This is an optimization exercise on Yosys and OpenROAD, whose aim is small area and a short achievable clock period, not a production implementation.
At most, simulation tests tie the RTL to the original design; equivalence was not proved.
The RTL of runs 2 to 4 was laid out without a check of its function.
Power figures rest on the tool's default switching activity, not on a simulated workload.

==> flow/design.v, too long to show whole: its modules and the start of the top module <==
// module Unid_Control: 2617 lines
// module ula32: 44 lines
// module cpu: 231 lines
module cpu (
    input  wire        clk,
    input  wire        reset,
    output wire [7:0]  mem_addr,
    output wire [31:0] mem_wdata,
    output wire        mem_we,
    input  wire [31:0] mem_rdata
);
  // ...
==> flow/run.sh <==
#!/bin/bash
# synth_recipe.tcl (not shown) runs the flow's synth.tcl, then flattens the netlist and writes it again
# the make line also repeats each setting of config.mk as NAME=value (left out here)
make -C /OpenROAD-flow-scripts/flow DESIGN_CONFIG=/design/flow/config.mk WORK_HOME=/design/flow/orfs CLKGATE_MAP_FILE= SYNTH_SCRIPT=/design/flow/synth_recipe.tcl finish
==> flow/config.mk <==
export PLATFORM = sky130hd
export DESIGN_NAME = cpu
export DESIGN_NICKNAME = cpu
export VERILOG_FILES = /design/flow/design.v
export SDC_FILE = /design/flow/constraint.sdc
export NUM_CORES = 4
export LEC_CHECK = 0
export CAP_MARGIN = 20
export CORE_MARGIN = 2
export CORE_UTILIZATION = 35
export SLEW_MARGIN = 20
==> flow/constraint.sdc <==
create_clock -name core_clock -period 8.0 [get_ports {clk}]
set_input_delay 1.6000 -clock core_clock [delete_from_list [all_inputs] [get_ports {clk}]]
set_output_delay 1.6000 -clock core_clock [all_outputs]
set_load 0.01 [all_outputs]
==> summary.txt, run 1 <==
Route
  – First-pass DRT Iterations: 9
  – Met2 routed WL: 130000 um
  – WL met3: 29600 um
  – WL/cell: 31.4 um
  – DR vias: 58400

Run status
  – Status: complete, no violations

Final layout
  – Non-clk buf share: 3.25%
  – Commonest non-fill, non-tap cells in the layout: edfxtp_1 (1299), nand2_1 (708), nor2_1 (532)
  – Final core utilization: 40.0%
  – Nets: 6588
  – Area grow syn2layout: 13.7%

Logic synthesis
  – Post-synth EDFFs: 1299
  – Synth Net Count: 6582
  – Synth Cell Area: 0.0754 mm2
  – Synth area leader: edfxtp_1
  – Area contributors post-synth: edfxtp_1 (52%), mux4_2 (8.4%), dfxtp_1 (3.9%)
  – Share of the synthesized area in the top cell type: 51.7%

Die
  – Num rows: 170
  – Tap Count: 2838
  – Die area: 0.219 mm2

Clock network
  – Hold-fix buffer count after cts: 0
  – Setup bufs post-CTS: 0
  – Worst skew pair latency: 0.84 ns
  – CTS H-tree depth: 4
  – Clk sinks: 1447

Placed design
  – Number of port buffers: 74

Critical path
  – R2r endpoint: unid_control_.IsBLE$_SDFFE_PP0P_
  – Crit. path cell count: 19
  – Crit path capture type: register

Power and ir drop
  – Top Consumer: combinational logic
  – Pint: 17.7 mW
  – VDD IR-drop max: 217 uV

Job
  – Max Cap Viol: 0

Timing
  – Skew final: 0.0809 ns
  – RSZ-0062 raised after global routing: false
  – FMAX: 142 MHz

GRT
  – GR Overflow Total: 0
==> module cpu, before the edit <==
module cpu (
    input  wire        clk,
    input  wire        reset,
    output wire [7:0]  mem_addr,
    output wire [31:0] mem_wdata,
    output wire        mem_we,
    input  wire [31:0] mem_rdata
);
    localparam [5:0] ST_DECODE = 6'd2,  ST_SLL = 6'd13, ST_SLLV = 6'd14,
                     ST_SRA = 6'd16, ST_SRAV = 6'd17, ST_SRL = 6'd18,
                     ST_SLLM = 6'd29, ST_SB = 6'd34, ST_SH = 6'd35;
    wire        Mux_WD_Memory_selector, Mux_High_selector, Mux_Low_selector;
    wire        Mux_Extend_selector, Mux_B_selector, Mux_Entrada_selector, Mux_N_selector;
    wire [1:0]  Mux_A_selector, Mux_ALU1_selector, Mux_ALU2_selector;
    wire [1:0]  Mux_PC_selector, Mux_WR_Registers_selector;
    wire [2:0]  Mux_Address_selector, Mux_WD_Registers_selector;
    wire        Address_RG_Load, EPC_Load, MDR_Load, IR_Load, High_Load, Low_Load;
    wire        A_Load, B_Load, ALUOut_Load;
    wire        Store_Size_selector;
    wire [1:0]  Load_Size_selector;
    wire        Memory_WR, Reg_WR, PCWrite, IsBEQ, IsBNE, IsBLE, IsBGT;
    wire [2:0]  ALU_selector, Shift_selector;
    wire        MultInit, DivInit;
    wire [5:0]  st;
    wire [4:0]  cnt;
    wire        OVERFLOW, NEGATIVE, ZERO, EQUAL, GT, LESS;
    wire        MultStop, DivStop, DivZero;
    reg  [31:0] PC, EPC, ALUOut, A, B, IR;
    wire [5:0]  OPCODE    = IR[31:26];
    wire [4:0]  RS        = IR[25:21];
    wire [4:0]  RT        = IR[20:16];
    wire [15:0] IMMEDIATE = IR[15:0];
    Unid_Control unid_control_ (
        clk, reset, OPCODE, IMMEDIATE, OVERFLOW, 1'b0, MultStop, DivStop, DivZero,
        Mux_WD_Memory_selector, Mux_High_selector, Mux_Low_selector,
        Mux_Extend_selector, Mux_B_selector, Mux_Entrada_selector, Mux_N_selector,
        Mux_A_selector, Mux_ALU1_selector, Mux_ALU2_selector, Mux_PC_selector,
        Mux_WR_Registers_selector,
        Mux_Address_selector, Mux_WD_Registers_selector,
        Address_RG_Load, EPC_Load, MDR_Load, IR_Load, High_Load, Low_Load,
        A_Load, B_Load, ALUOut_Load,
        Store_Size_selector, Load_Size_selector, Memory_WR, Reg_WR,
        PCWrite, IsBEQ, IsBNE, IsBLE, IsBGT,
        ALU_selector, Shift_selector, MultInit, DivInit,
        st, cnt
    );
    reg  [31:0] rf [0:31];
    reg  [31:0] rf_valid;
    wire [4:0]  raddr = (st == ST_DECODE || Mux_A_selector[1]) ? RT : RS;
    wire [31:0] rdata = rf_valid[raddr] ? rf[raddr] : 32'd0;
    wire [4:0]  waddr = Mux_WR_Registers_selector[1]
                      ? (Mux_WR_Registers_selector[0] ? IMMEDIATE[15:11] : 5'd31)
                      : (Mux_WR_Registers_selector[0] ? 5'd29 : RT);
    reg  [1:0]  hl_src;
    reg  [31:0] m_acc, m_q;
    reg  [31:0] d_rem, d_dq;
    wire [31:0] HI = hl_src[0] ? m_acc : (hl_src[1] ? d_rem : 32'd0);
    wire [31:0] LO = hl_src[0] ? m_q   : (hl_src[1] ? d_dq  : 32'd0);
    reg  [31:0] load_data;
    always @(*) begin
        case (Load_Size_selector)
            2'b00:   load_data = {24'd0, B[7:0]};
            2'b01:   load_data = {16'd0, B[15:0]};
            default: load_data = B;
        endcase
    end
    reg  [31:0] wd;
    always @(*) begin
        case (Mux_WD_Registers_selector)
            3'b000: wd = 32'd227;
            3'b001: wd = load_data;
            3'b010: wd = ALUOut;
            3'b011: wd = LO;
            3'b100: wd = HI;
            3'b101: wd = B;
            3'b110: wd = {31'd0, LESS};
            default: wd = {IMMEDIATE, 16'd0};
        endcase
    end
    always @(posedge clk) begin
        if (Reg_WR)
            rf[waddr] <= wd;
    end
    always @(posedge clk) begin
        if (reset)
            rf_valid <= 32'd0;
        else if (Reg_WR)
            rf_valid[waddr] <= 1'b1;
    end
    wire [15:0] ext_in = Mux_Extend_selector ? IMMEDIATE : {8'd0, B[31:24]};
    wire [31:0] sext   = {{16{ext_in[15]}}, ext_in};
    wire [1:0]  a1sel  = EPC_Load ? 2'b00  : Mux_ALU1_selector;
    wire [1:0]  a2sel  = EPC_Load ? 2'b01  : Mux_ALU2_selector;
    wire [2:0]  ulasel = EPC_Load ? 3'b010 : ALU_selector;
    wire [31:0] alu_a = a1sel[1] ? 32'd0 : (a1sel[0] ? A : PC);
    wire [31:0] alu_b = a2sel[1] ? (a2sel[0] ? {sext[29:0], 2'b00} : sext)
                                 : (a2sel[0] ? 32'd4 : B);
    wire [31:0] ALU_Result;
    ula32 ALU_ (alu_a, alu_b, ulasel, ALU_Result, OVERFLOW, NEGATIVE, ZERO, EQUAL, GT, LESS);
    wire PC_Load = (ZERO && IsBEQ) || (!ZERO && IsBNE) || (!GT && IsBLE) || (GT && IsBGT) || PCWrite;
    reg  [31:0] pc_next;
    always @(*) begin
        case (Mux_PC_selector)
            2'b00:   pc_next = EPC;
            2'b01:   pc_next = ALU_Result;
            2'b10:   pc_next = ALUOut;
            default: pc_next = {PC[31:28], IR[25:0], 2'b00};
        endcase
    end
    wire sh_var   = (st == ST_SLLV) || (st == ST_SRAV) || (st == ST_SLLM);
    wire sh_left  = (st == ST_SLL) || (st == ST_SLLV) || (st == ST_SLLM);
    wire sh_arith = (st == ST_SRA) || (st == ST_SRAV);
    wire sh_now   = (((st == ST_SLL) || (st == ST_SLLV) || (st == ST_SRA) ||
                      (st == ST_SRAV) || (st == ST_SRL)) && cnt == 5'd2) ||
                    ((st == ST_SLLM) && cnt == 5'd7);
    wire [31:0] sh_in = sh_var ? A : B;
    wire [4:0]  sh_n  = sh_var ? B[4:0] : IMMEDIATE[10:6];
    wire [31:0] sh_sra = $signed(sh_in) >>> sh_n;
    wire [31:0] sh_res = sh_left ? (sh_in << sh_n) : (sh_arith ? sh_sra : (sh_in >> sh_n));
    always @(posedge clk) begin
        if (reset)
            PC <= 32'd0;
        else if (PC_Load)
            PC <= pc_next;
        if (reset)
            EPC <= 32'd0;
        else if (EPC_Load)
            EPC <= ALU_Result;
        if (ALUOut_Load)
            ALUOut <= ALU_Result;
        if (IR_Load)
            IR <= mem_rdata;
        if (A_Load)
            A <= (Mux_A_selector == 2'b00) ? mem_rdata : rdata;
        if (st == ST_DECODE && cnt == 5'd1)
            B <= rdata;
        else if (B_Load && Mux_B_selector)
            B <= mem_rdata;
        else if (sh_now)
            B <= sh_res;
        else if (MDR_Load) begin
            B[31:16] <= mem_rdata[31:16];
            if (st != ST_SH)
                B[15:8] <= mem_rdata[15:8];
            if (st != ST_SH && st != ST_SB)
                B[7:0] <= mem_rdata[7:0];
        end
        if (reset)
            hl_src <= 2'd0;
        else if (High_Load)
            hl_src <= Mux_High_selector ? 2'd2 : 2'd1;
    end
    reg        m_q1, m_run, m_fim, m_stop;
    reg        d_run, d_fim, d_stop, d_zero;
    reg  [5:0] md_cnt;
    assign MultStop = m_stop;
    assign DivStop  = d_stop;
    assign DivZero  = d_zero;
    wire [31:0] m_sum = m_acc + ((m_q[0] & ~m_q1) ? ~A : A) + {31'd0, m_q[0] & ~m_q1};
    wire [31:0] m_new = (m_q[0] != m_q1) ? m_sum : m_acc;
    wire [31:0] d_sh  = {d_rem[30:0], d_dq[31]};
    wire [32:0] d_sub = {1'b0, d_sh} - {1'b0, B};
    wire        d_ge  = ~d_sub[32];
    always @(posedge clk) begin
        if (reset) begin
            m_run  <= 1'b0;
            m_fim  <= 1'b0;
            m_stop <= 1'b0;
        end else if (MultInit) begin
            if (m_run) begin
                if (!md_cnt[5]) begin
                    m_acc  <= {m_new[31], m_new[31:1]};
                    m_q    <= {m_new[0], m_q[31:1]};
                    m_q1   <= m_q[0];
                    md_cnt <= md_cnt + 6'd1;
                end else begin
                    m_run  <= 1'b0;
                    m_fim  <= 1'b1;
                    m_stop <= 1'b1;
                end
            end else if (!m_fim) begin
                m_acc  <= 32'd0;
                m_q    <= B;
                m_q1   <= 1'b0;
                md_cnt <= 6'd0;
                m_run  <= 1'b1;
            end else begin
                m_fim  <= 1'b0;
            end
        end
        if (d_zero) begin
            d_zero <= 1'b0;
        end else if (d_stop) begin
            d_stop <= 1'b0;
        end else if (reset) begin
            d_rem  <= 32'd0;
            d_fim  <= 1'b0;
            d_run  <= 1'b0;
            d_stop <= 1'b0;
        end else if (DivInit) begin
            if (d_run) begin
                if (!md_cnt[5]) begin
                    d_rem  <= d_ge ? d_sub[31:0] : d_sh;
                    d_dq   <= {d_dq[30:0], d_ge};
                    md_cnt <= md_cnt + 6'd1;
                end else begin
                    d_run  <= 1'b0;
                    d_fim  <= 1'b1;
                    d_stop <= 1'b1;
                end
            end else if (!d_fim) begin
                if (B == 32'd0) begin
                    d_zero <= 1'b1;
                end else begin
                    d_dq   <= A;
                    md_cnt <= 6'd0;
                    d_run  <= 1'b1;
                end
            end else begin
                d_fim  <= 1'b0;
            end
        end
    end
    wire       addr_const = Mux_Address_selector[2] | Mux_Address_selector[1];
    wire [7:0] addr_sel   = Mux_Address_selector[2] ? 8'd255
                          : Mux_Address_selector[1] ? (Mux_Address_selector[0] ? 8'd254 : 8'd253)
                          : (Mux_Address_selector[0] ? ALUOut[7:0] : PC[7:0]);
    assign mem_addr  = (reset && !addr_const) ? 8'd0 : addr_sel;
    assign mem_we    = Memory_WR;
    assign mem_wdata = reset ? 32'd0 : B;
endmodule
==> run 2, diff against run 1 <==
--- a/flow/design.v
+++ b/flow/design.v
@@ -2617,46 +2617,2 @@
 endmodule
-module ula32 (
-    input  wire [31:0] A,
-    input  wire [31:0] B,
-    input  wire [2:0]  Seletor,
-    output reg  [31:0] S,
-    output wire        Overflow,
-    output wire        Negativo,
-    output wire        z,
-    output wire        Igual,
-    output wire        Maior,
-    output wire        Menor
-);
-    reg  [31:0] novo_B;
-    wire [31:0] soma_temp;
-    wire        carry31;
-    wire        carry30;
-    always @(*) begin
-        case (Seletor)
-            3'b001:  novo_B = B;
-            3'b100:  novo_B = 32'd1;
-            default: novo_B = ~B;
-        endcase
-    end
-    assign {carry31, soma_temp} = {1'b0, A} + {1'b0, novo_B} + {32'b0, Seletor[1]};
-    assign carry30 = A[31] ^ novo_B[31] ^ soma_temp[31];
-    always @(*) begin
-        case (Seletor)
-            3'b000:  S = A;
-            3'b001:  S = soma_temp;
-            3'b010:  S = soma_temp;
-            3'b011:  S = A & B;
-            3'b110:  S = A ^ B;
-            3'b101:  S = ~A;
-            3'b100:  S = soma_temp;
-            default: S = 32'b0;
-        endcase
-    end
-    assign Overflow = carry31 ^ carry30;
-    assign Negativo = S[31];
-    assign z        = (S == 32'b0);
-    assign Igual    = (soma_temp == 32'b0) ? ~Overflow : 1'b0;
-    assign Maior    = ((~soma_temp[31] & ~Overflow) | (Overflow & ~A[31])) & ~Igual;
-    assign Menor    = (soma_temp[31] & ~Overflow) | (Overflow & A[31]);
-endmodule
 module cpu (
@@ -2669,3 +2625,3 @@
 );
-    localparam [5:0] ST_DECODE = 6'd2,  ST_SLL = 6'd13, ST_SLLV = 6'd14,
+    localparam [5:0] ST_FETCH = 6'd1, ST_DECODE = 6'd2, ST_SLT = 6'd15, ST_SLTI = 6'd36,  ST_SLL = 6'd13, ST_SLLV = 6'd14,
                      ST_SRA = 6'd16, ST_SRAV = 6'd17, ST_SRL = 6'd18,
@@ -2686,3 +2642,3 @@
     wire [4:0]  cnt;
-    wire        OVERFLOW, NEGATIVE, ZERO, EQUAL, GT, LESS;
+    wire        OVERFLOW, ZERO, GT, LESS;
     wire        MultStop, DivStop, DivZero;
@@ -2707,6 +2663,19 @@
     );
-    reg  [31:0] rf [0:31];
+    reg  [31:0] ring [0:31];
     reg  [31:0] rf_valid;
+    reg  [4:0]  phase;
+    reg         wpend;
     wire [4:0]  raddr = (st == ST_DECODE || Mux_A_selector[1]) ? RT : RS;
-    wire [31:0] rdata = rf_valid[raddr] ? rf[raddr] : 32'd0;
+    wire [4:0]  rpos  = raddr + phase;
+    reg  [31:0] rsel;
+    reg  [31:0] rword;
+    integer q;
+    always @(*) begin
+        rsel  = 32'd0;
+        rsel[rpos] = 1'b1;
+        rword = 32'd0;
+        for (q = 0; q < 32; q = q + 1)
+            rword = rword | (ring[q] & {32{rsel[q]}});
+    end
+    wire [31:0] rdata = rf_valid[raddr] ? rword : 32'd0;
     wire [4:0]  waddr = Mux_WR_Registers_selector[1]
@@ -2714,2 +2683,5 @@
                       : (Mux_WR_Registers_selector[0] ? 5'd29 : RT);
+    wire [4:0]  wpos  = waddr + phase + 5'd1;
+    wire        wreq  = Reg_WR | wpend;
+    wire        wcommit = wreq && (wpos[1:0] == 2'b00);
     reg  [1:0]  hl_src;
@@ -2736,3 +2708,3 @@
             3'b101: wd = B;
-            3'b110: wd = {31'd0, LESS};
+            3'b110: wd = ALUOut;    
             default: wd = {IMMEDIATE, 16'd0};
@@ -2740,11 +2712,21 @@
     end
+    integer p;
     always @(posedge clk) begin
-        if (Reg_WR)
-            rf[waddr] <= wd;
+        phase <= phase + 5'd1;
+        for (p = 0; p < 32; p = p + 1) begin
+            if (p % 4 == 0 && wcommit && wpos[4:2] == p / 4)
+                ring[p] <= wd;
+            else
+                ring[p] <= ring[(p + 31) % 32];
+        end
     end
     always @(posedge clk) begin
-        if (reset)
+        if (reset) begin
             rf_valid <= 32'd0;
-        else if (Reg_WR)
-            rf_valid[waddr] <= 1'b1;
+            wpend    <= 1'b0;
+        end else begin
+            if (wcommit)
+                rf_valid[waddr] <= 1'b1;
+            wpend <= wreq && !wcommit;
+        end
     end
@@ -2758,4 +2740,18 @@
                                  : (a2sel[0] ? 32'd4 : B);
-    wire [31:0] ALU_Result;
-    ula32 ALU_ (alu_a, alu_b, ulasel, ALU_Result, OVERFLOW, NEGATIVE, ZERO, EQUAL, GT, LESS);
+    wire        alu_sub = ulasel[1];
+    wire [31:0] alu_bx  = alu_sub ? ~alu_b : alu_b;
+    wire [32:0] alu_sum = {1'b0, alu_a} + {1'b0, alu_bx} + {32'd0, alu_sub};
+    wire        alu_c30 = alu_a[31] ^ alu_bx[31] ^ alu_sum[31];
+    assign OVERFLOW = alu_sum[32] ^ alu_c30;
+    assign LESS     = (alu_sum[31] & ~OVERFLOW) | (OVERFLOW & alu_a[31]);
+    assign ZERO     = (A == B);
+    assign GT       = ~LESS & ~ZERO;
+    reg  [31:0] ALU_Result;
+    always @(*) begin
+        case (ulasel[1:0])
+            2'b00:   ALU_Result = alu_a;
+            2'b11:   ALU_Result = ulasel[2] ? {31'd0, LESS} : (alu_a & alu_b);
+            default: ALU_Result = alu_sum[31:0];
+        endcase
+    end
     wire PC_Load = (ZERO && IsBEQ) || (!ZERO && IsBNE) || (!GT && IsBLE) || (GT && IsBGT) || PCWrite;
@@ -2784,3 +2780,3 @@
         else if (PC_Load)
-            PC <= pc_next;
+            PC <= (st == ST_DECODE) ? ALU_Result : pc_next;    
         if (reset)
@@ -2789,3 +2785,4 @@
             EPC <= ALU_Result;
-        if (ALUOut_Load)
+        if ((ALUOut_Load && st != ST_FETCH) ||
+            ((st == ST_SLT || st == ST_SLTI) && cnt == 5'd1))
             ALUOut <= ALU_Result;
--- a/flow/config.mk
+++ b/flow/config.mk
@@ -7,2 +7,3 @@
 export LEC_CHECK = 0
+export ABC_CLOCK_PERIOD_IN_PS = 4000
 export CAP_MARGIN = 20
@@ -10,2 +11,3 @@
 export CORE_UTILIZATION = 35
+export SETUP_SLACK_MARGIN = 4.0
 export SLEW_MARGIN = 20
==> run 2 against run 1 <==
Still clean on timing, DRC and antenna. Sequential cell count rose by 6. Die area is 14% lower. Critical path depth fell by 2. Sequential power shrank about 20%. Maximum frequency grew 41%. Area after synthesis shrank 14%. Wire length grew 6.9%. Worst hold slack worse by 0.13 ns. Register-to-register slack improved by 2.1 ns. Final cell count increased by 7.2%. Via count up 8.4%. Critical path type unchanged. Largest cell class is now multi-input gates. Largest power group unchanged.
==> summary.txt, run 2 <==
Run status
  – Status: complete, no violations

Critical path
  – CP max FO: 17
  – R2r endpoint: B[8]$_DFFE_PP_
  – FF-to-FF path depth: 17
  – Kind of critical path: reg -> reg
  – Crit path capture type: register
  – Worst reg2reg startpoint: unid_control_.states[0]$_SDFFE_PP1P_
  – Startpoint Class: register
  – R2R Setup Slk: 3.02 ns
  – CP arrival: 5.53 ns
  – CP required: 8.55 ns

Clock network
  – Clk sinks: 1453 (+0.41%)
  – Worst skew pair latency: 0.84 ns (about the same)
  – CTS H-tree depth: 4 (unchanged)
  – CTS tree: yes
  – Clk root buf: clkbuf_16
  – Clock-pin slew on the worst setup and hold paths: 0.07 ns
  – Clock Path Buffers: 3
  – Total CTS buffers: 153

Timing
  – Slew @ Worst Pin: 1.30 ns
  – RSZ-0062 raised after global routing: true
  – Final setup margin: 3.02 ns
  – FMAX: 201 MHz (+41%)
  – Skew final: 0.0672 ns (-0.0137 ns)
  – Setup violators final: 0
  – Hold Fails Final Rpt: 0
  – Slew headroom: 13.0%
  – Minimum clock period: 4.98 ns
  – Slew Viols, Final: 0
  – Post-route setup TNS: 0 ns
  – Final Cycle Share: 62.2%

Logic synthesis
  – Synth Cell Area: 0.0650 mm2 (-14%)
  – Largest family of logic cells by synthesized area: compound AO/OA/AOI/OAI gates
  – Synth warn: 3
  – Area contributors post-synth: dfxtp_1 (36%), edfxtp_1 (13%), a21oi_1 (4.3%)
  – Sequential area share after synthesis: 49.0%
  – Syn Area/Cell: 9.23 um2
  – Top FF cell, synth: dfxtp_1
  – Netlist cell types: 96
  – Synth Net Count: 7199 (+9.4%)
  – XOR/XNOR Fraction of Synth Area: 2.60%
  – Post-synth ARST share: 0%
  – Compound-Gate Fraction of Synth Area: 23.6%
  – Multiplexer area fraction after synthesis: 3.99%
  – Post-synth top cells: dfxtp_1 (1178), nand2_1 (721), nor2_1 (590), a21oi_1 (554), o21ai_0 (497)
  – Share of the synthesized area in the top cell type: 36.3% (-15 points)
  – Simple-Gate Fraction of Synth Area: 14.3%
  – Adder-cell area share of the yosys netlist: 2.49%
  – Post-synth EDFFs: 275 (-79%)
  – Post-Synthesis Cells: 7038
  – Most frequent cell after synthesis: dfxtp_1
  – Synth area leader: dfxtp_1
  – Post-synthesis register bit count: 1453

Placed design
  – Placed cell areas: 0.0691 mm2
  – Number of port buffers: 74 (unchanged)
  – Placed insts: 9248
  – GP Congestion: 1.02
  – Pre-CTS setup slack: 1.45 ns
  – DPL Wire Length: 198000 um

Die
  – # IOs: 75
  – Core area: 0.185 mm2
  – Initial Utilization: 35.1%
  – Die height: 435 um
  – Num rows: 158 (-7.1%)
  – Die area: 0.189 mm2 (-14%)
  – Die width: 435 um

Final layout
  – Area grow syn2layout: 29.3%
  – Max FFs per register: 1024
  – Layout cells sized above 1: 22.7%
  – Nets: 7611 (+16%)
  – Commonest non-fill, non-tap cell in the layout: dfxtp_1
  – Non-Filler Instances: 10100
  – Commonest non-fill, non-tap cells in the layout: dfxtp_1 (1167), nand2_1 (674), nor2_1 (539)
  – Largest register by flop count: ring
  – Cell area after layout: 0.0840 mm2
  – Final core utilization: 45.4% (+5.4 points)

Min path
  – WHS Endpoint: ring[17][31]$_DFF_P_
  – Worst hold path cell count: 0
  – Hold Path Origin: ring[16][31]$_DFF_P_
  – Hold crit path type: reg -> reg

Route
  – Vias per cell: 6.29
  – DR vias: 63300 (+8.4%)
  – DRC errors left: 0
  – First-pass DRT Iterations: 10 (+1)
  – WL/cell: 31.3 um (-0.36%)
  – Post-DRT Antenna Nets: 0
  – Initial DRC Count: 9771
  – WL final: 315000 um

Job
  – Max Cap Viol: 0 (unchanged)

Power and ir drop
  – Leakage: 31.5 nW
  – VDD IR-drop max: 210 uV (-3.2%)
  – Pwr dens: 314 mW/mm2

GRT
  – Vias in the first global route: 59100
  – First-pass GRT wire length: 436000 um
  – GR Overflow Total: 0 (unchanged)
  – Largest net degree at the start of global routing: 72
  – Global Route Usage Sum: 31.4%
  – Initial antenna violation count: 10
## run 2: cell count changes in the layout (fill, tap and decap cells not counted), sizes merged, moves of 40 or more
cell,change
dfxtp,+1030
edfxtp,-1024
buf,+448
mux4,-275
a22oi,+264
o21ai,+207
a21oi,+103
xnor2,+73
a222oi,+71
nand4,+70
a22o,+66
a221oi,+48
clkdlybuf4s50,-40
## run 2: cells by family (layout without fill, tap and decap cells)
family,after synthesis,count (layout)
AOI/OAI and AO/OA,2310,2312
xor gates and xnor gates,187,187
adders and majority gates,127,127
buffers and inverters,663,1185
DFF,1453,1453
muxes,238,239
other,0,9
and+or+nand+nor,2060,2070
## run 2: critical path, stage by stage, from the launching register on
cell and delay (ns):
dfxtp_2 0.38, nor2_2 0.09, a31oi_4 0.21, buf_12 0.16, mux2i_4 0.27, inv_2 0.08, ha_4 0.17, fa_2 0.59
inv_2 0.07, ha_2 0.27, and3_4 0.23, a32oi_4 0.31, nor2_4 0.15, buf_12 0.21, a222oi_1 0.40, nand3_1 0.14
or4_4 0.61, a221o_1 0.33
## run 2: repair_timing
action | CTS | global route
cloned | 35 | 6
hold buffers | 0 | 0
setup buffers | 347 | 138
resized for setup | 686 | 381
pin swaps | 241 | 254
endpoints found under the setup margin | 472 | 471
## run 2: area by class of cell
class	count	area, um2
fill	17100	101000
tap	2480	3100
multi-input combinational	4935	34700
inverter	131	522
timing repair buffer	776	8410
clock inverter	64	985
antenna	9	22.5
sequential	1453	31900
clock buffer	214	4440
## run 2: where the power goes
group | switching, mW | internal, mW
sequential | 0.456 | 7.90
combinational | 6.42 | 3.99
clock | 3.22 | 4.42
total | 10.1 | 16.3
## run 2: worst max path at each step
stage / depth (start not counted) / slack (ns) / from / end
floorplan: 20 / 3.26 / unid_control_.states[1]$_SDFFE_PP0P_ / A[24]$_DFFE_PP_
global placement: 18 / 1.49 / unid_control_.Mux_Extend$_DFFE_PP_ / PC[31]$_SDFFE_PP0P_
detailed placement: 17 / 1.45 / unid_control_.Mux_Extend$_DFFE_PP_ / PC[31]$_SDFFE_PP0P_
CTS: 19 / 3.15 / unid_control_.Mux_A[1]$_DFFE_PP_ / B[8]$_DFFE_PP_
global route: 16 / 2.96 / unid_control_.Mux_A[1]$_DFFE_PP_ / B[8]$_DFFE_PP_
finish: 17 / 3.02 / unid_control_.states[0]$_SDFFE_PP1P_ / B[8]$_DFFE_PP_
## run 2: per-stage QoR
stage               total power, mW  hold slack [ns]
floorplan                      13.1            0.326
global placement               15.8            0.332
global route                   27.1            0.337
finish                         26.4            0.334
detailed placement             15.8            0.335
CTS                            25.0            0.330
## run 2: layer usage
| metal | share of wire [%] | GRT usage [%] |
|---|---|---|
| met2 | 43 | 47.1 |
| met1 | 38 | 39.2 |
| met4 | 8.1 | 21.2 |
| met3 | 12 | 8.60 |
| met5 | 0.010 | 0 |
==> run 3, diff against run 2 <==
==> flow/design.v (replaced) <==
module cpu (
    input  wire        clk,
    input  wire        reset,
    output wire [7:0]  mem_addr,
    output wire [31:0] mem_wdata,
    output wire        mem_we,
    input  wire [31:0] mem_rdata
);
    localparam [5:0] S_RESET = 6'd0,  S_FETCH = 6'd1,  S_DECODE = 6'd2,
                     S_OVF   = 6'd3,  S_404   = 6'd4,  S_DIV0   = 6'd5,
                     S_ADD   = 6'd6,  S_AND   = 6'd7,  S_DIV    = 6'd8,
                     S_MULT  = 6'd9,  S_JR    = 6'd10, S_MFHI   = 6'd11,
                     S_MFLO  = 6'd12, S_SLL   = 6'd13, S_SLLV   = 6'd14,
                     S_SLT   = 6'd15, S_SRA   = 6'd16, S_SRAV   = 6'd17,
                     S_SRL   = 6'd18, S_SUB   = 6'd19, S_BREAK  = 6'd20,
                     S_RTE   = 6'd21, S_ADDM  = 6'd22, S_ADDI   = 6'd23,
                     S_ADDIU = 6'd24, S_BEQ   = 6'd25, S_BNE    = 6'd26,
                     S_BLE   = 6'd27, S_BGT   = 6'd28, S_SLLM   = 6'd29,
                     S_LB    = 6'd30, S_LH    = 6'd31, S_LUI    = 6'd32,
                     S_LW    = 6'd33, S_SB    = 6'd34, S_SH     = 6'd35,
                     S_SLTI  = 6'd36, S_SW    = 6'd37, S_J      = 6'd38,
                     S_JAL   = 6'd39;
    reg  [5:0]  st;       
    reg  [3:0]  cnt;      
    reg  [5:0]  last;     
    reg  [31:0] PC, EPC, ALUOut, A, B, IR;
    wire [5:0]  OPCODE = IR[31:26];
    wire [4:0]  RS     = IR[25:21];
    wire [4:0]  RT     = IR[20:16];
    wire [4:0]  RD     = IR[15:11];
    wire [15:0] IMM    = IR[15:0];
    wire [5:0]  FUNCT  = IR[5:0];
    wire        OVERFLOW, LESS, GT, ZERO;
    wire        MultStop, DivStop, DivZero;
    wire c0 = (cnt == 4'd0);
    wire c1 = (cnt == 4'd1);
    wire c2 = (cnt == 4'd2);
    wire c4 = (cnt == 4'd4);
    wire c5 = (cnt == 4'd5);
    wire f0  = (st == S_FETCH) && c0;
    wire d0  = (st == S_DECODE) && c0;
    wire d1  = (st == S_DECODE) && c1;
    wire exc = (st == S_OVF) || (st == S_404) || (st == S_DIV0);
    wire st_ldst  = (st == S_LB) || (st == S_LH) || (st == S_LW) || (st == S_SB) || (st == S_SH);
    wire st_immop = st_ldst || (st == S_ADDI) || (st == S_ADDIU) || (st == S_SLTI) ||
                    (st == S_SW) || (st == S_SLLM);
    wire st_shift = (st == S_SLL) || (st == S_SLLV) || (st == S_SRA) || (st == S_SRAV) || (st == S_SRL);
    wire l_rd   = (last == S_ADD) || (last == S_AND) || (last == S_SUB) || (last == S_ADDM) ||
                  (last == S_SLT) || (last == S_MFHI) || (last == S_MFLO) || (last == S_SLL) ||
                  (last == S_SLLV) || (last == S_SRA) || (last == S_SRAV) || (last == S_SRL);
    wire l_rt   = (last == S_ADDI) || (last == S_ADDIU) || (last == S_SLTI) || (last == S_SLLM) ||
                  (last == S_LB) || (last == S_LH) || (last == S_LW) || (last == S_LUI);
    wire l_aluo = (last == S_ADD) || (last == S_AND) || (last == S_SUB) || (last == S_ADDM) ||
                  (last == S_ADDI) || (last == S_ADDIU) || (last == S_SLT) || (last == S_SLTI) ||
                  (last == S_JAL);
    wire l_b    = (last == S_SLL) || (last == S_SLLV) || (last == S_SRA) || (last == S_SRAV) ||
                  (last == S_SRL) || (last == S_SLLM) || (last == S_LW);
    wire l_store = (last == S_SB) || (last == S_SH) || (last == S_SW);
    wire l_exc  = (last == S_OVF) || (last == S_404) || (last == S_DIV0);
    wire l_maddr = (last == S_ADDM) || (last == S_SLLM) || (last == S_LB) || (last == S_LH) ||
                   (last == S_LW) || (last == S_SB) || (last == S_SH) || (last == S_SW);
    wire l_write = l_rd || l_rt || (last == S_JAL) || (last == S_RESET);
    reg  [5:0] st_n;
    reg  [3:0] cnt_n;
    reg  [5:0] dec_st;
    always @(*) begin
        case (OPCODE)
            6'b000000:
                case (FUNCT)
                    6'b100000: dec_st = S_ADD;
                    6'b100100: dec_st = S_AND;
                    6'b011010: dec_st = S_DIV;
                    6'b011000: dec_st = S_MULT;
                    6'b001000: dec_st = S_JR;
                    6'b010000: dec_st = S_MFHI;
                    6'b010010: dec_st = S_MFLO;
                    6'b000000: dec_st = S_SLL;
                    6'b000100: dec_st = S_SLLV;
                    6'b101010: dec_st = S_SLT;
                    6'b000011: dec_st = S_SRA;
                    6'b000111: dec_st = S_SRAV;
                    6'b000010: dec_st = S_SRL;
                    6'b100010: dec_st = S_SUB;
                    6'b001101: dec_st = S_BREAK;
                    6'b010011: dec_st = S_RTE;
                    6'b000101: dec_st = S_ADDM;
                    default:   dec_st = S_404;
                endcase
            6'b001000: dec_st = S_ADDI;
            6'b001001: dec_st = S_ADDIU;
            6'b000100: dec_st = S_BEQ;
            6'b000101: dec_st = S_BNE;
            6'b000110: dec_st = S_BLE;
            6'b000111: dec_st = S_BGT;
            6'b000001: dec_st = S_SLLM;
            6'b100000: dec_st = S_LB;
            6'b100001: dec_st = S_LH;
            6'b001111: dec_st = S_LUI;
            6'b100011: dec_st = S_LW;
            6'b101000: dec_st = S_SB;
            6'b101001: dec_st = S_SH;
            6'b001010: dec_st = S_SLTI;
            6'b101011: dec_st = S_SW;
            6'b000010: dec_st = S_J;
            6'b000011: dec_st = S_JAL;
            default:   dec_st = S_404;
        endcase
    end
    always @(*) begin
        st_n  = st;
        cnt_n = cnt + 4'd1;
        case (st)
            S_FETCH:
                if (cnt == 4'd3) begin st_n = S_DECODE; cnt_n = 4'd0; end
            S_DECODE:
                if (c1) begin st_n = dec_st; cnt_n = 4'd0; end
            S_OVF, S_404, S_DIV0:
                if (c4) begin st_n = S_FETCH; cnt_n = 4'd0; end
            S_ADD, S_SUB, S_ADDI, S_SW:
                if (c1) begin st_n = OVERFLOW ? S_OVF : S_FETCH; cnt_n = 4'd0; end
            S_AND, S_SLT, S_SLTI, S_ADDIU, S_JAL:
                if (c1) begin st_n = S_FETCH; cnt_n = 4'd0; end
            S_DIV: begin
                cnt_n = 4'd1;
                if (DivZero)      begin st_n = S_DIV0;  cnt_n = 4'd0; end
                else if (DivStop) begin st_n = S_FETCH; cnt_n = 4'd0; end
            end
            S_MULT: begin
                cnt_n = 4'd1;
                if (MultStop) begin st_n = S_FETCH; cnt_n = 4'd0; end
            end
            S_JR, S_MFHI, S_MFLO, S_BREAK, S_RTE, S_BEQ, S_BNE, S_BLE, S_BGT, S_LUI, S_J:
                begin st_n = S_FETCH; cnt_n = 4'd0; end
            S_SLL, S_SLLV, S_SRA, S_SRAV, S_SRL:
                if (c2) begin st_n = S_FETCH; cnt_n = 4'd0; end
            S_ADDM:
                if (cnt == 4'd11) begin st_n = OVERFLOW ? S_OVF : S_FETCH; cnt_n = 4'd0; end
            S_SLLM:
                if (c1 && OVERFLOW)     begin st_n = S_OVF;   cnt_n = 4'd0; end
                else if (cnt == 4'd7)   begin st_n = S_FETCH; cnt_n = 4'd0; end
            S_LB, S_LH, S_LW, S_SB, S_SH:
                if (c1 && OVERFLOW)     begin st_n = S_OVF;   cnt_n = 4'd0; end
                else if (c5)            begin st_n = S_FETCH; cnt_n = 4'd0; end
            default: begin st_n = st; cnt_n = cnt; end
        endcase
    end
    always @(posedge clk) begin
        if (reset) begin
            st   <= S_FETCH;
            cnt  <= 4'd0;
            last <= S_RESET;
        end else begin
            st   <= st_n;
            cnt  <= cnt_n;
            if (st != S_FETCH && st != S_DECODE)
                last <= st;
        end
    end
    reg  [32:0] ring [0:31];
    reg  [4:0]  phase;
    reg  [4:0]  rpos;     
    reg         wpend;
    wire [4:0]  rp_field = d0 ? mem_rdata[20:16] : ((st == S_SLLM && cnt == 4'd4) ? RT : RS);
    reg  [31:0] rsel;
    reg  [32:0] rword;
    integer q;
    always @(*) begin
        rsel  = 32'd0;
        rsel[rpos] = 1'b1;
        rword = 33'd0;
        for (q = 0; q < 32; q = q + 1)
            rword = rword | (ring[q] & {33{rsel[q]}});
    end
    wire [31:0] rdata = rword[32] ? rword[31:0] : 32'd0;
    wire [4:0]  waddr = l_rd ? RD : l_rt ? RT : (last == S_JAL) ? 5'd31 : 5'd29;
    wire [4:0]  wpos  = waddr + phase + 5'd1;
    wire        wreq  = (f0 && l_write) || wpend;
    wire        wcommit = wreq && (wpos[1:0] == 2'b00);
    reg  [1:0]  hl_src;
    reg  [31:0] m_acc, m_q;
    reg  [31:0] d_rem, d_dq;
    wire [31:0] HI = hl_src[0] ? m_acc : (hl_src[1] ? d_rem : 32'd0);
    wire [31:0] LO = hl_src[0] ? m_q   : (hl_src[1] ? d_dq  : 32'd0);
    wire [31:0] wd = l_aluo            ? ALUOut :
                     l_b               ? B :
                     (last == S_LB)    ? {24'd0, B[7:0]} :
                     (last == S_LH)    ? {16'd0, B[15:0]} :
                     (last == S_MFHI)  ? HI :
                     (last == S_MFLO)  ? LO :
                     (last == S_LUI)   ? {IMM, 16'd0} : 32'd227;
    integer p;
    always @(posedge clk) begin
        phase <= phase + 5'd1;
        rpos  <= rp_field + phase + 5'd1;
        for (p = 0; p < 32; p = p + 1) begin
            if (p % 4 == 0 && wcommit && wpos[4:2] == p / 4)
                ring[p] <= {!reset, wd};
            else
                ring[p] <= {ring[(p + 31) % 32][32] && !reset, ring[(p + 31) % 32][31:0]};
        end
    end
    always @(posedge clk) begin
        if (reset)
            wpend <= 1'b0;
        else
            wpend <= wreq && !wcommit;
    end
    wire [31:0] sext = {{16{IMM[15]}}, IMM};
    wire l_break = (last == S_BREAK);
    wire n_d0    = (st == S_FETCH) && (cnt == 4'd3);
    wire n_pcm4  = (exc && (cnt == 4'd3)) || ((st == S_BREAK) && c0);
    wire n_x1    = c0 && (st >= S_ADD);
    reg  a_pc, a_zero, b_4, b_sx2, b_sx, op_sub, op_and, op_a, op_lt, m_step, d_step;
    reg  aluout_ld, ir_ld, epc_ld, a_ld_rf, a_ld_mem, b_ld_rf, b_ld_mem, b_ld_sh, b_mdr;
    reg  mdr_sb, mdr_sh, sh_var, sh_left, sh_arith;
    always @(posedge clk) begin
        a_pc      <= n_d0 || d0 || (n_x1 && st == S_JAL) || n_pcm4;
        a_zero    <= (st == S_ADDM) && c5;
        b_4       <= n_d0 || n_pcm4;
        b_sx2     <= d0;
        b_sx      <= n_x1 && st_immop;
        op_sub    <= (n_x1 && (st == S_SUB || st == S_SLT || st == S_SLTI ||
                               st == S_BLE || st == S_BGT)) || n_pcm4;
        op_and    <= n_x1 && (st == S_AND);
        op_a      <= n_x1 && (st == S_JAL || st == S_ADDM);
        op_lt     <= n_x1 && (st == S_SLT || st == S_SLTI);
        aluout_ld <= d0 || (n_x1 && (st == S_ADD || st == S_SUB || st == S_AND || st == S_ADDIU ||
                                     st == S_SLT || st == S_JAL || st == S_ADDM || st_immop)) ||
                     ((st == S_ADDM) && (c5 || cnt == 4'd10));
        ir_ld     <= n_d0;
        a_ld_rf   <= d1 || ((st == S_SLLM) && c4);
        a_ld_mem  <= (st == S_ADDM) && c4;
        b_ld_rf   <= d0;
        b_ld_mem  <= ((st == S_ADDM) && cnt == 4'd9) || ((st == S_SLLM) && c4);
        b_ld_sh   <= (st_shift && c1) || ((st == S_SLLM) && cnt == 4'd6);
        mdr_sb    <= (st == S_SB);
        mdr_sh    <= (st == S_SH);
        sh_var    <= (st == S_SLLV) || (st == S_SRAV) || (st == S_SLLM);
        sh_left   <= (st == S_SLL) || (st == S_SLLV) || (st == S_SLLM);
        sh_arith  <= (st == S_SRA) || (st == S_SRAV);
        if (reset) begin
            m_step <= 1'b0;
            d_step <= 1'b0;
            epc_ld <= 1'b0;
            b_mdr  <= 1'b0;
        end else begin
            m_step <= (st == S_MULT) && !MultStop;
            d_step <= (st == S_DIV) && !DivZero && !DivStop;
            epc_ld <= exc && (cnt == 4'd3);
            b_mdr  <= (exc && (cnt == 4'd3)) || (st_ldst && c4);
        end
    end
    wire        m_add  = m_q[0] ^ m_q1;             
    wire        m_sub  = m_q[0] & ~m_q1;
    wire [31:0] d_sh   = {d_rem[30:0], d_dq[31]};
    wire        a_a    = !a_pc && !a_zero && !m_step && !d_step;
    wire [31:0] alu_a  = ({32{a_pc}} & PC) | ({32{a_a}} & A) |
                         ({32{m_step}} & m_acc) | ({32{d_step}} & d_sh);
    wire        b_b    = !b_4 && !b_sx2 && !b_sx && !m_step;
    wire [31:0] alu_b  = ({32{b_4}} & 32'd4) | ({32{b_sx2}} & {sext[29:0], 2'b00}) |
                         ({32{b_sx}} & sext) | ({32{b_b}} & B) | ({32{m_step && m_add}} & A);
    wire        a_sub  = op_sub || (m_step && m_sub) || d_step;
    wire [31:0] alu_bx  = a_sub ? ~alu_b : alu_b;
    wire [32:0] alu_sum = {1'b0, alu_a} + {1'b0, alu_bx} + {32'd0, a_sub};
    wire        alu_c30 = alu_a[31] ^ alu_bx[31] ^ alu_sum[31];
    assign OVERFLOW = alu_sum[32] ^ alu_c30;
    assign LESS     = (alu_sum[31] & ~OVERFLOW) | (OVERFLOW & alu_a[31]);
    assign ZERO     = (A == B);
    assign GT       = ~LESS & ~ZERO;
    wire [31:0] ALU_Result = op_a   ? alu_a :
                             op_and ? (alu_a & alu_b) :
                             op_lt  ? {31'd0, LESS} : alu_sum[31:0];
    wire [31:0] sh_in  = sh_var ? A : B;
    wire [4:0]  sh_n   = sh_var ? B[4:0] : IMM[10:6];
    wire [31:0] sh_x, sh_res;
    genvar g;
    generate
        for (g = 0; g < 32; g = g + 1) begin : shrev
            assign sh_x[g]   = sh_left ? sh_in[31 - g] : sh_in[g];
            assign sh_res[g] = sh_left ? sh_r[31 - g] : sh_r[g];
        end
    endgenerate
    wire        sh_fill = sh_arith & sh_in[31];
    wire [63:0] sh_ext  = {{32{sh_fill}}, sh_x};
    wire [63:0] sh_r64  = sh_ext >> sh_n;
    wire [31:0] sh_r    = sh_r64[31:0];
    wire br_take = (last == S_BEQ && ZERO) || (last == S_BNE && !ZERO) ||
                   (last == S_BLE && !GT)  || (last == S_BGT && GT);
    wire pc_jump = (last == S_J) || (last == S_JAL);
    wire pc_ld   = d0 || (f0 && (br_take || pc_jump || l_exc || l_break ||
                                 last == S_JR || last == S_RTE));
    wire [31:0] pc_next = d0 || l_break      ? ALU_Result :
                          (last == S_JR)     ? A :
                          (last == S_RTE)    ? EPC :
                          pc_jump            ? {PC[31:28], IR[25:0], 2'b00} :
                          l_exc              ? {24'd0, B[31:24]} : ALUOut;
    always @(posedge clk) begin
        if (reset)
            PC <= 32'd0;
        else if (pc_ld)
            PC <= pc_next;
        if (reset)
            EPC <= 32'd0;
        else if (epc_ld)
            EPC <= ALU_Result;
        if (aluout_ld)
            ALUOut <= ALU_Result;
        if (ir_ld)
            IR <= mem_rdata;
        if (a_ld_mem)
            A <= mem_rdata;
        else if (a_ld_rf)
            A <= rdata;
        if (b_ld_rf)
            B <= rdata;
        else if (b_ld_mem)
            B <= mem_rdata;
        else if (b_ld_sh)
            B <= sh_res;
        else if (b_mdr) begin
            B[31:16] <= mem_rdata[31:16];
            if (!mdr_sh)
                B[15:8] <= mem_rdata[15:8];
            if (!mdr_sh && !mdr_sb)
                B[7:0] <= mem_rdata[7:0];
        end
        if (reset)
            hl_src <= 2'd0;
        else if (f0 && last == S_MULT)
            hl_src <= 2'd1;
        else if (f0 && last == S_DIV)
            hl_src <= 2'd2;
    end
    wire       MultInit = m_step;
    wire       DivInit  = d_step;
    reg        m_q1, m_run, m_fim, m_stop;
    reg        d_run, d_fim, d_stop, d_zero;
    reg  [5:0] md_cnt;
    assign MultStop = m_stop;
    assign DivStop  = d_stop;
    assign DivZero  = d_zero;
    wire [31:0] m_new = alu_sum[31:0];
    wire        d_ge  = alu_sum[32];
    always @(posedge clk) begin
        if (reset) begin
            m_run  <= 1'b0;
            m_fim  <= 1'b0;
            m_stop <= 1'b0;
        end else if (MultInit) begin
            if (m_run) begin
                if (!md_cnt[5]) begin
                    m_acc  <= {m_new[31], m_new[31:1]};
                    m_q    <= {m_new[0], m_q[31:1]};
                    m_q1   <= m_q[0];
                    md_cnt <= md_cnt + 6'd1;
                end else begin
                    m_run  <= 1'b0;
                    m_fim  <= 1'b1;
                    m_stop <= 1'b1;
                end
            end else if (!m_fim) begin
                m_acc  <= 32'd0;
                m_q    <= B;
                m_q1   <= 1'b0;
                md_cnt <= 6'd0;
                m_run  <= 1'b1;
            end else begin
                m_fim  <= 1'b0;
            end
        end
        if (d_zero) begin
            d_zero <= 1'b0;
        end else if (d_stop) begin
            d_stop <= 1'b0;
        end else if (reset) begin
            d_rem  <= 32'd0;
            d_fim  <= 1'b0;
            d_run  <= 1'b0;
            d_stop <= 1'b0;
        end else if (DivInit) begin
            if (d_run) begin
                if (!md_cnt[5]) begin
                    d_rem  <= d_ge ? alu_sum[31:0] : d_sh;
                    d_dq   <= {d_dq[30:0], d_ge};
                    md_cnt <= md_cnt + 6'd1;
                end else begin
                    d_run  <= 1'b0;
                    d_fim  <= 1'b1;
                    d_stop <= 1'b1;
                end
            end else if (!d_fim) begin
                if (B == 32'd0) begin
                    d_zero <= 1'b1;
                end else begin
                    d_dq   <= A;
                    md_cnt <= 6'd0;
                    d_run  <= 1'b1;
                end
            end else begin
                d_fim  <= 1'b0;
            end
        end
    end
    reg        am_ex, am_aluo, we_q;
    reg  [1:0] am_lo;
    reg        am_ex_n, am_aluo_n;
    reg  [1:0] am_lo_n;
    always @(*) begin
        am_ex_n   = exc;
        am_lo_n   = (st == S_404) ? 2'b01 : (st == S_OVF) ? 2'b10 : 2'b11;
        am_aluo_n = 1'b0;
        case (st)
            S_ADDM:                         am_aluo_n = !c0;
            S_SLLM, S_LB, S_LH, S_LW, S_SB, S_SH:
                                            am_aluo_n = (cnt >= 4'd2) || (c1 && !OVERFLOW);
            S_SW:                           am_aluo_n = c1 && !OVERFLOW;
            default:                        am_aluo_n = 1'b0;
        endcase
    end
    always @(posedge clk) begin
        if (reset) begin
            am_ex   <= 1'b0;
            am_aluo <= 1'b0;
            we_q    <= 1'b0;
        end else begin
            am_ex   <= am_ex_n;
            am_aluo <= am_aluo_n;
            we_q    <= ((st == S_SW) && c1 && !OVERFLOW) || ((st == S_SB || st == S_SH) && c5);
        end
        am_lo <= am_lo_n;
    end
    wire [7:0] addr_sel = am_ex ? {6'b111111, am_lo} : am_aluo ? ALUOut[7:0] : PC[7:0];
    assign mem_addr  = (reset && !am_ex) ? 8'd0 : addr_sel;
    assign mem_we    = we_q;
    assign mem_wdata = reset ? 32'd0 : B;
endmodule
--- a/flow/config.mk
+++ b/flow/config.mk
@@ -7,6 +7,7 @@
 export LEC_CHECK = 0
-export ABC_CLOCK_PERIOD_IN_PS = 4000
 export CAP_MARGIN = 20
 export CORE_MARGIN = 2
-export CORE_UTILIZATION = 35
+export CORE_UTILIZATION = 50
+export CTS_BUF_LIST = sky130_fd_sc_hd__clkbuf_8
+export CTS_CLUSTER_SIZE = 30
 export SETUP_SLACK_MARGIN = 4.0
==> run 3 against run 2 <==
Still clean. Global-route usage grew 7.7 points. Register-to-register slack gained 0.08 ns. Sequential share of layout area grew 8.2 points. Sequential power shrank 7.2%.
==> summary.txt, run 3 <==
Critical path
  – Cell mode on critical path: buf_6
  – Slowest cell delay on critical path: 0.44 ns (-0.17 ns)
  – FF-to-FF path depth: 20 (+3)
  – Kind of critical path: reg -> reg
  – Worst path cell trace: ha_4, nor2b_4, buf_6, a222oi_1, xor2_1, fa_2, a21o_1, a221oi_2, nand2b_4, o21ai_2, a211o_1, o221ai_4, buf_6, buf_6, mux2_4, and4b_4, o21a_4, buf_12, o211ai_1, a21oi_1
  – Crit path capture type: register
  – Slowest CP cell: edfxtp_1
  – Startpoint Class: register
  – CP arrival: 5.65 ns (+0.12 ns)
  – CP required: 8.75 ns (+0.20 ns)
  – CP max FO: 19 (+2)

GRT
  – Initial antenna violation count: 15 (+5)
  – Most Crowded Layer GR: met1
  – Met1 Use GR: 55.4% (+16 points)
  – Global Route Usage Sum: 39.0% (+7.7 points)
  – Grt met3 use: 14.0% (+5.4 points)
  – GR Overflow Total: 0 (unchanged)
  – First-pass GRT wire length: 333000 um (-24%)
  – Largest net degree at the start of global routing: 73 (+1.4%)
  – Met2 usage: 52.7% (+5.7 points)
  – Vias in the first global route: 46700 (-21%)

Power and ir drop
  – Pwr dens: 276 mW/mm2 (-12%)
  – Sw Pwr: 6.02 mW (-40%)
  – Reg power frac: 40.8% (+9.2 points)
  – Pint: 13.0 mW (-21%)
  – Clk network pwr share: 34.8% (+5.9 points)
  – Switching share of power: 31.7% (-6.5 points)
  – VDD IR-drop max: 187 uV (-11%)
  – Gate power share: 24.4% (-15 points)
  – Leakage: 25.1 nW (-20%)

Job
  – Max Cap Viol: 0 (unchanged)

Logic synthesis
  – Share of the synthesized area in the top cell type: 41.7% (+5.4 points)
  – Synth Net Count: 5621 (-22%)
  – Synth area leader: dfxtp_1
  – Synth warn: 2 (-1)
  – Post-synthesis register bit count: 1452 (-0.069%)
  – Syn Area/Cell: 10.3 um2 (+12%)
  – Post-synth top cells: dfxtp_1 (1193), nand2_1 (533), o21ai_0 (395), clkbuf_1 (362), a21oi_1 (298)
  – Sequential area share after synthesis: 55.3% (+6.3 points)
  – Post-Synthesis Cells: 5530 (-21%)
  – Netlist cell types: 93 (-3.1%)
  – Post-synth ARST share: 0% (unchanged)
  – Synth Cell Area: 0.0572 mm2 (-12%)
  – Most frequent cell after synthesis: dfxtp_1
  – Area contributors post-synth: dfxtp_1 (42%), edfxtp_1 (14%), a22oi_1 (3.5%)
  – Top FF cell, synth: dfxtp_1
  – Post-synth EDFFs: 259 (-5.8%)

Clock network
  – Clk root buf: clkbuf_8
  – CTS tree: yes
  – Total CTS buffers: 224 (+46%)
  – Clock-pin slew on the worst setup and hold paths: 0.06 ns (about the same)
  – Worst skew pair latency: 0.96 ns (+0.12 ns)
  – Clock Path Buffers: 3 (unchanged)
  – Clk sinks: 1452 (-0.069%)
  – Hold-fix buffer count after cts: 0 (unchanged)
  – CTS H-tree depth: 4 (unchanged)

Route
  – Initial DRC Count: 8179 (-16%)
  – DRC errors left: 0 (unchanged)
  – DR vias: 50400 (-20%)
  – First-pass DRT Iterations: 8 (-2)
  – WL/cell: 31.9 um (+2.1%)
  – Vias per cell: 6.73 (+7.0%)
  – WL final: 239000 um (-24%)
  – Post-DRT Antenna Nets: 0 (unchanged)

Timing
  – Setup violators final: 0 (unchanged)
  – Slew headroom: 12.1% (-0.86 points)
  – FMAX: 204 MHz (+1.7%)
  – Slew Viols, Final: 0 (unchanged)
  – Minimum clock period: 4.90 ns (-0.0809 ns)
  – Post-route setup TNS: 0 ns (unchanged)
  – Slew @ Worst Pin: 1.32 ns (+0.0139 ns)
  – RSZ-0062 raised after global routing: true
  – Hold Fails Final Rpt: 0 (unchanged)
  – Skew final: 0.0622 ns (-0.00505 ns)
  – Final setup margin: 3.10 ns (+0.0809 ns)
  – Final Cycle Share: 61.2% (-1.0 points)

Die
  – Initial Utilization: 50.3% (+15 points)
  – Num rows: 124 (-22%)
  – Die height: 342 um (-21%)
  – Die width: 342 um (-21%)
  – Core area: 0.114 mm2 (-38%)
  – # IOs: 75 (unchanged)
  – Die area: 0.117 mm2 (-38%)

Final layout
  – # fillers: 9578 (-44%)
  – Area grow syn2layout: 20.2%
  – Commonest non-fill, non-tap cell in the layout: dfxtp_1
  – Final core utilization: 60.4% (+15 points)
  – Max FFs per register: 1056 (+3.1%)
  – Largest register by flop count: ring
  – Layout cells sized above 1: 19.7% (-3.0 points)
  – Cell area after layout: 0.0688 mm2 (-18%)
  – Commonest non-fill, non-tap cells in the layout: dfxtp_1 (1168), nand2_1 (523), o21ai_0 (381)
  – Nets: 5877 (-23%)

Placed design
  – DPL Wire Length: 143000 um (-27%)
  – Number of port buffers: 74 (unchanged)
  – Placed cell areas: 0.0600 mm2 (-13%)
  – GP Congestion: 0.988 (-3.1%)
  – Pre-CTS setup slack: 1.83 ns (+0.377 ns)

Run status
  – Status: complete, no violations

Min path
  – Worst hold path cell count: 0 (unchanged)
  – Hold crit path type: reg -> reg
[run 3: changes by cell type in the layout (fill, tap and decap cells not counted), moves of 61 or more]
cell,before,now
buf_6,139,39
nand2_1,674,523
a221oi_1,28,182
o21ai_0,450,381
buf_12,93,32
nor2_1,539,247
a21oi_1,481,266
clkbuf_16,165,6
nand3_1,160,71
buf_4,420,296
clkbuf_8,26,290
[run 3: through the flow]
| stage | total power [mW] | std cells | hold slack, ns |
|---|---|---|---|
| CTS | 18.3 | 7437 | 0.321 |
| detailed placement | 11.1 | 6853 | 0.336 |
| floorplan | 9.93 | 5530 | 0.330 |
| finish | 19.0 | 7492 | 0.319 |
| global route | 19.5 | 7488 | 0.323 |
| global placement | 11.1 | 6852 | 0.333 |
[run 3: worst paths after layout]
path	end	start	slack, ns
max reg2reg	PC[16]$_SDFFE_PP0P_	m_q[0]$_DFFE_PP_	3.10
max	PC[16]$_SDFFE_PP0P_	m_q[0]$_DFFE_PP_	3.10
min reg2reg	ring[21][24]$_DFF_P_	ring[20][24]$_DFF_P_	0.32
min	ring[21][24]$_DFF_P_	ring[20][24]$_DFF_P_	0.32
[run 3: final cells by class]
cell class,count,area (um2),share of cell area (%)
antenna,6,15.0,0.0218
sequential,1452,31700,46.1
timing repair buffer,461,4510,6.56
clock inverter,124,847,1.23
clock buffer,290,3990,5.80
multi-input combinational,3548,25400,37.0
tap,1512,1890,2.75
inverter,99,378,0.549
[run 3: routing by layer]
layer | part of all wire, % | wire, um
met1 | 41 | 97200
met2 | 39 | 94500
met3 | 15 | 35500
met4 | 5.0 | 11900
met5 | 0.089 | 212
[run 3: timing repair]
item / 4_1_cts / 5_1_grt
resized for setup: 292 / 169
setup endpoints to repair: 525 / 469
gates cloned: 18 / 7
pin swaps: 87 / 75
setup buffers: 152 / 42
endpoints found under the hold margin: 0 / 0
[run 3: cells by family after synthesis]
logic type / after synthesis / synth area share, %
multiplexers: 273 / 5.71
XOR/XNOR: 112 / 1.73
AND/OR/NAND/NOR: 1323 / 10.7
AO/OA/AOI/OAI: 1770 / 21.6
adder cells (fa/ha/maj): 59 / 1.31
flip-flops: 1452 / 55.3
buffers and inverters: 541 / 3.69
[run 3: worst max-delay path, delay by kind of cell, from the launching register on]
kind            cells  cell delay [ns]
flops               1             0.44
simple gates        3             0.48
xor+xnor            1             0.19
compound gates      9             2.03
fa+ha+maj           2             0.71
mux                 1             0.29
buf+inv             4             0.55
[run 3: power groups by stage]
stage          clock, mW  combinational (mW)  sequential, mW
3_5_place_dp           0                3.18            7.90
2_1_floorplan          0                2.11            7.82
5_1_grt             6.95                4.77            7.75
6_report            6.60                4.62            7.75
4_1_cts             6.61                3.98            7.74
3_3_place_gp           0                3.19            7.90
==> run 4, diff against run 3 <==
--- a/flow/config.mk
+++ b/flow/config.mk
@@ -12,3 +12,3 @@
 export CTS_CLUSTER_SIZE = 30
-export SETUP_SLACK_MARGIN = 4.0
+export SETUP_SLACK_MARGIN = 3.0
 export SLEW_MARGIN = 20
==> run 4 against run 3 <==
Still clean on timing, DRC and antenna. Sequential share of layout area grew 2.3 points. Clock-buffer cell count shrank 4. Critical path depth shrank 1. Worst hold slack lost 0.012 ns. Wire length shrank 5.7%. Final area shrank 4.9%. Register-to-register slack lost 0.096 ns. Final cell count shrank 2.4%. Total power shrank 6.2%. Sequential cell count is the same. Synthesized cell count is the same. Critical endpoint is now st[5]$_SDFFE_PP0P_. Largest cell class unchanged.
==> summary.txt, run 4 <==
Die
  – Core area: 0.114 mm2 (unchanged)
  – Die height: 342 um (unchanged)
  – # IOs: 75 (unchanged)
  – Die width: 342 um (unchanged)
  – Initial Utilization: 50.3% (unchanged)
  – Die area: 0.117 mm2 (unchanged)
  – Num rows: 124 (unchanged)

Timing
  – Final Cycle Share: 62.4% (+1.2 points)
  – Final setup margin: 3.01 ns (-0.0961 ns)
  – RSZ-0062 raised after global routing: false
  – Slew @ Worst Pin: 1.31 ns (-0.00400 ns)
  – Minimum clock period: 4.99 ns (+0.0961 ns)
  – Slew Viols, Final: 0 (unchanged)
  – Skew final: 0.0802 ns (+0.0180 ns)
  – Post-route setup TNS: 0 ns (unchanged)
  – Slew headroom: 12.0% (-0.070 points)
  – Hold Slack: 0.307 ns (-0.0120 ns)
  – Hold Fails Final Rpt: 0 (unchanged)
  – Setup violators final: 0 (unchanged)
  – FMAX: 200 MHz (-1.9%)

Final layout
  – Area grow syn2layout: 14.3%
  – Footprint of the multi-input gates: 0.0242 mm2 (-4.9%)
  – Commonest non-fill, non-tap cell in the layout: dfxtp_1
  – Register Area: 0.0317 mm2 (about the same)
  – Non-Filler Instances: 7309 (-2.4%)
  – Commonest non-fill, non-tap cells in the layout: dfxtp_1 (1175), nand2_1 (531), o21ai_0 (394)
  – Cell area after layout: 0.0654 mm2 (-4.9%)
  – Largest register by flop count: ring
  – Nets: 5685 (-3.3%)
  – Layout cells sized above 1: 13.9% (-5.9 points)
  – Final core utilization: 57.5% (-3.0 points)
  – # fillers: 10000 (+4.6%)
  – Max FFs per register: 1056 (unchanged)

Power and ir drop
  – Pwr dens: 272 mW/mm2 (-1.4%)
  – Clk network pwr share: 37.1% (+2.3 points)
  – Leakage: 23.7 nW (-5.7%)
  – Reg power frac: 43.7% (+2.9 points)
  – Switching share of power: 31.1% (-0.66 points)
  – Pint: 12.3 mW (-5.3%)
  – VDD IR-drop max: 194 uV (+3.7%)
  – Gate power share: 19.1% (-5.3 points)
  – Pwr Total: 17.8 mW (-6.2%)
  – Sw Pwr: 5.53 mW (-8.1%)

Job
  – Max Cap Viol: 0 (unchanged)

Logic synthesis
  – Top FF cell, synth: dfxtp_1
  – Post-synth ARST share: 0% (unchanged)
  – Synth Cell Area: 0.0572 mm2 (unchanged)
  – Post-synth top cells: dfxtp_1 (1193), nand2_1 (533), o21ai_0 (395), clkbuf_1 (362), a21oi_1 (298)
  – Netlist cell types: 93 (unchanged)
  – Synth Net Count: 5621 (unchanged)
  – Synth area leader: dfxtp_1
  – Most frequent cell after synthesis: dfxtp_1
  – Area contributors post-synth: dfxtp_1 (42%), edfxtp_1 (14%), a22oi_1 (3.5%)
  – Sequential area share after synthesis: 55.3% (unchanged)
  – Post-synth EDFFs: 259 (unchanged)
  – Share of the synthesized area in the top cell type: 41.7% (unchanged)
  – Syn Area/Cell: 10.3 um2 (unchanged)
  – Post-synthesis register bit count: 1452 (unchanged)
  – Post-Synthesis Cells: 5530 (unchanged)
  – Synth warn: 2 (unchanged)

Route
  – WL/cell: 30.9 um (-3.3%)
  – Initial DRC Count: 6987 (-15%)
  – Vias per cell: 6.66 (-1.1%)
  – DR vias: 48600 (-3.5%)
  – Post-DRT Antenna Nets: 0 (unchanged)
  – WL final: 226000 um (-5.7%)
  – DRC errors left: 0 (unchanged)
  – First-pass DRT Iterations: 9 (+1)

Clock network
  – Clk sinks: 1452 (unchanged)
  – CTS tree: yes
  – Total CTS buffers: 227 (+1.3%)
  – Clock Path Buffers: 3 (unchanged)
  – CTS H-tree depth: 4 (unchanged)
  – Clk root buf: clkbuf_8
  – Worst skew pair latency: 0.97 ns (about the same)
  – Clock-pin slew on the worst setup and hold paths: 0.07 ns (about the same)
  – Hold-fix buffer count after cts: 0 (unchanged)

Run status
  – Status: complete, no violations

GRT
  – Largest net degree at the start of global routing: 84 (+15%)
  – Vias in the first global route: 45900 (-1.7%)
  – Initial antenna violation count: 13 (-2)
  – GR Overflow Total: 0 (unchanged)
  – First-pass GRT wire length: 320000 um (-3.7%)
  – Global Route Usage Sum: 37.2% (-1.8 points)

Placed design
  – Placed insts: 6842 (-0.16%)
  – Placed cell areas: 0.0598 mm2 (-0.29%)
  – Pre-CTS setup slack: 1.49 ns (-0.337 ns)
  – GP Congestion: 1.01 (+2.4%)
  – DPL Wire Length: 143000 um (-0.26%)
  – Number of port buffers: 74 (unchanged)

Critical path
  – CP arrival: 5.83 ns (+0.18 ns)
  – CP Launch Point: m_q[0]$_DFFE_PP_
  – Slowest cell delay on critical path: 0.47 ns (+0.03 ns)
  – CP required: 8.83 ns (+0.08 ns)
  – Crit path capture type: register
  – FF-to-FF path depth: 19 (-5.0%)
  – Startpoint Class: register
  – Slowest CP cell: a221o_1
  – Worst path cell trace: ha_4, nor2b_4, buf_4, a221o_1, xnor2_1, ha_1, o21ai_0, o21bai_1, a2111oi_1, o21bai_1, a211o_2, o221ai_4, buf_12, xor2_4, buf_12, nand3_4, a221o_1, nor2_4, mux2i_1
  – Worst reg2reg startpoint: m_q[0]$_DFFE_PP_
  – R2r endpoint: st[5]$_SDFFE_PP0P_
  – R2R Setup Slk: 3.01 ns (-0.10 ns)
  – CP max FO: 15 (-4)
  – Kind of critical path: reg -> reg
  – Setup crit end: st[5]$_SDFFE_PP0P_

Min path
  – Worst hold path cell count: 0 (unchanged)
  – Hold crit path type: reg -> reg
## run 4: what timing repair did
action                                  in CTS  in global routing
buffers inserted                            16                 13
endpoints found under the setup margin     175                291
gates resized for setup                     32                 39
gates cloned                                 3                  3
pin swaps                                   10                 15
## run 4: cell type report
cell class	instances	area share, %
clock inverters	139	1.43
clock buffers	286	6.02
diodes	7	0.0268
flip-flops and latches	1452	48.4
inverters	99	0.570
well taps	1512	2.89
multi-input cells	3542	37.0
repair buffers	272	3.64
## run 4: critical path: cells and delay by family, from the launching register on
family | cells | cell delay (ns)
AOI/OAI and AO/OA | 8 | 2.27
adders and majority gates | 2 | 0.74
buffers and inverters | 3 | 0.50
DFF | 1 | 0.46
and+or+nand+nor | 3 | 0.38
xor gates and xnor gates | 2 | 0.30
muxes | 1 | 0.20
## run 4: per-layer routing
| metal | vias up | GRT usage (%) | wire length, um |
|---|---|---|---|
| met5 | - | 0 | 42 |
| met4 | 6 | 14.7 | 9220 |
| met3 | 522 | 12.2 | 30900 |
| met2 | 3296 | 51.4 | 91100 |
| met1 | 23900 | 53.4 | 94500 |
| li1 | 20900 | - | - |
## run 4: logic make-up after synthesis
family | count (synthesis) | share of synthesized area [%]
AOI/OAI and AO/OA | 1770 | 21.6
xor gates and xnor gates | 112 | 1.73
adders and majority gates | 59 | 1.31
buffers and inverters | 541 | 3.69
DFF | 1452 | 55.3
muxes | 273 | 5.71
and+or+nand+nor | 1323 | 10.7
## run 4: worst min path at each step
stage	startpoint	to	slack [ns]
finish	ring[25][9]$_DFF_P_	ring[26][9]$_DFF_P_	0.31
CTS	ring[25][9]$_DFF_P_	ring[26][9]$_DFF_P_	0.30
global placement	ring[6][19]$_DFF_P_	ring[7][19]$_DFF_P_	0.33
floorplan	ring[13][12]$_DFF_P_	ring[14][12]$_DFF_P_	0.33
global route	ring[25][9]$_DFF_P_	ring[26][9]$_DFF_P_	0.32
detailed placement	ring[28][27]$_DFF_P_	ring[29][27]$_DFF_P_	0.34
## run 4: power groups by stage
stage,clock (mW),combinational (mW),sequential (mW)
after global placement,0,3.00,7.92
after CTS,6.63,3.19,7.77
after detailed placement,0,3.00,7.93
final,6.61,3.41,7.78
after global routing,6.96,3.59,7.78
after floorplan,0,2.06,7.82

what the ideal ports hide:
In the flow no input, the clock included, has a driving cell. The finished layouts below were timed again as built, in two steps.
Step 1 (the two cells are an assumption about what drives the block):
set clk [get_ports {clk}]
set_driving_cell -lib_cell sky130_fd_sc_hd__clkbuf_16 $clk
set_driving_cell -lib_cell sky130_fd_sc_hd__buf_2 [delete_from_list [all_inputs] $clk]
Step 2 moves the port delays by t, midway between the first and last clock arrival at a register: inputs arrive t later, outputs are due t later. That takes back most of the time a late clock gives input paths.
Slacks: ideal ports / drivers / drivers and shift; pairs: ideal ports / drivers.
| run | shift t [ns] | setup slack, ns | worst register clock-pin slew, ns |
|---|---|---|---|
| run 1 | 0.885 | 0.962 / 0.962 / 0.962 | 0.07 / 0.07 |
| run 2 | 0.890 | 3.021 / 3.021 / 3.021 | 0.07 / 0.07 |
| run 3 | 1.004 | 3.102 / 3.102 / 3.102 | 0.07 / 0.07 |
| run 4 | 1.002 | 3.005 / 3.005 / 3.005 | 0.08 / 0.08 |
After both steps setup and hold are still met in every run listed.
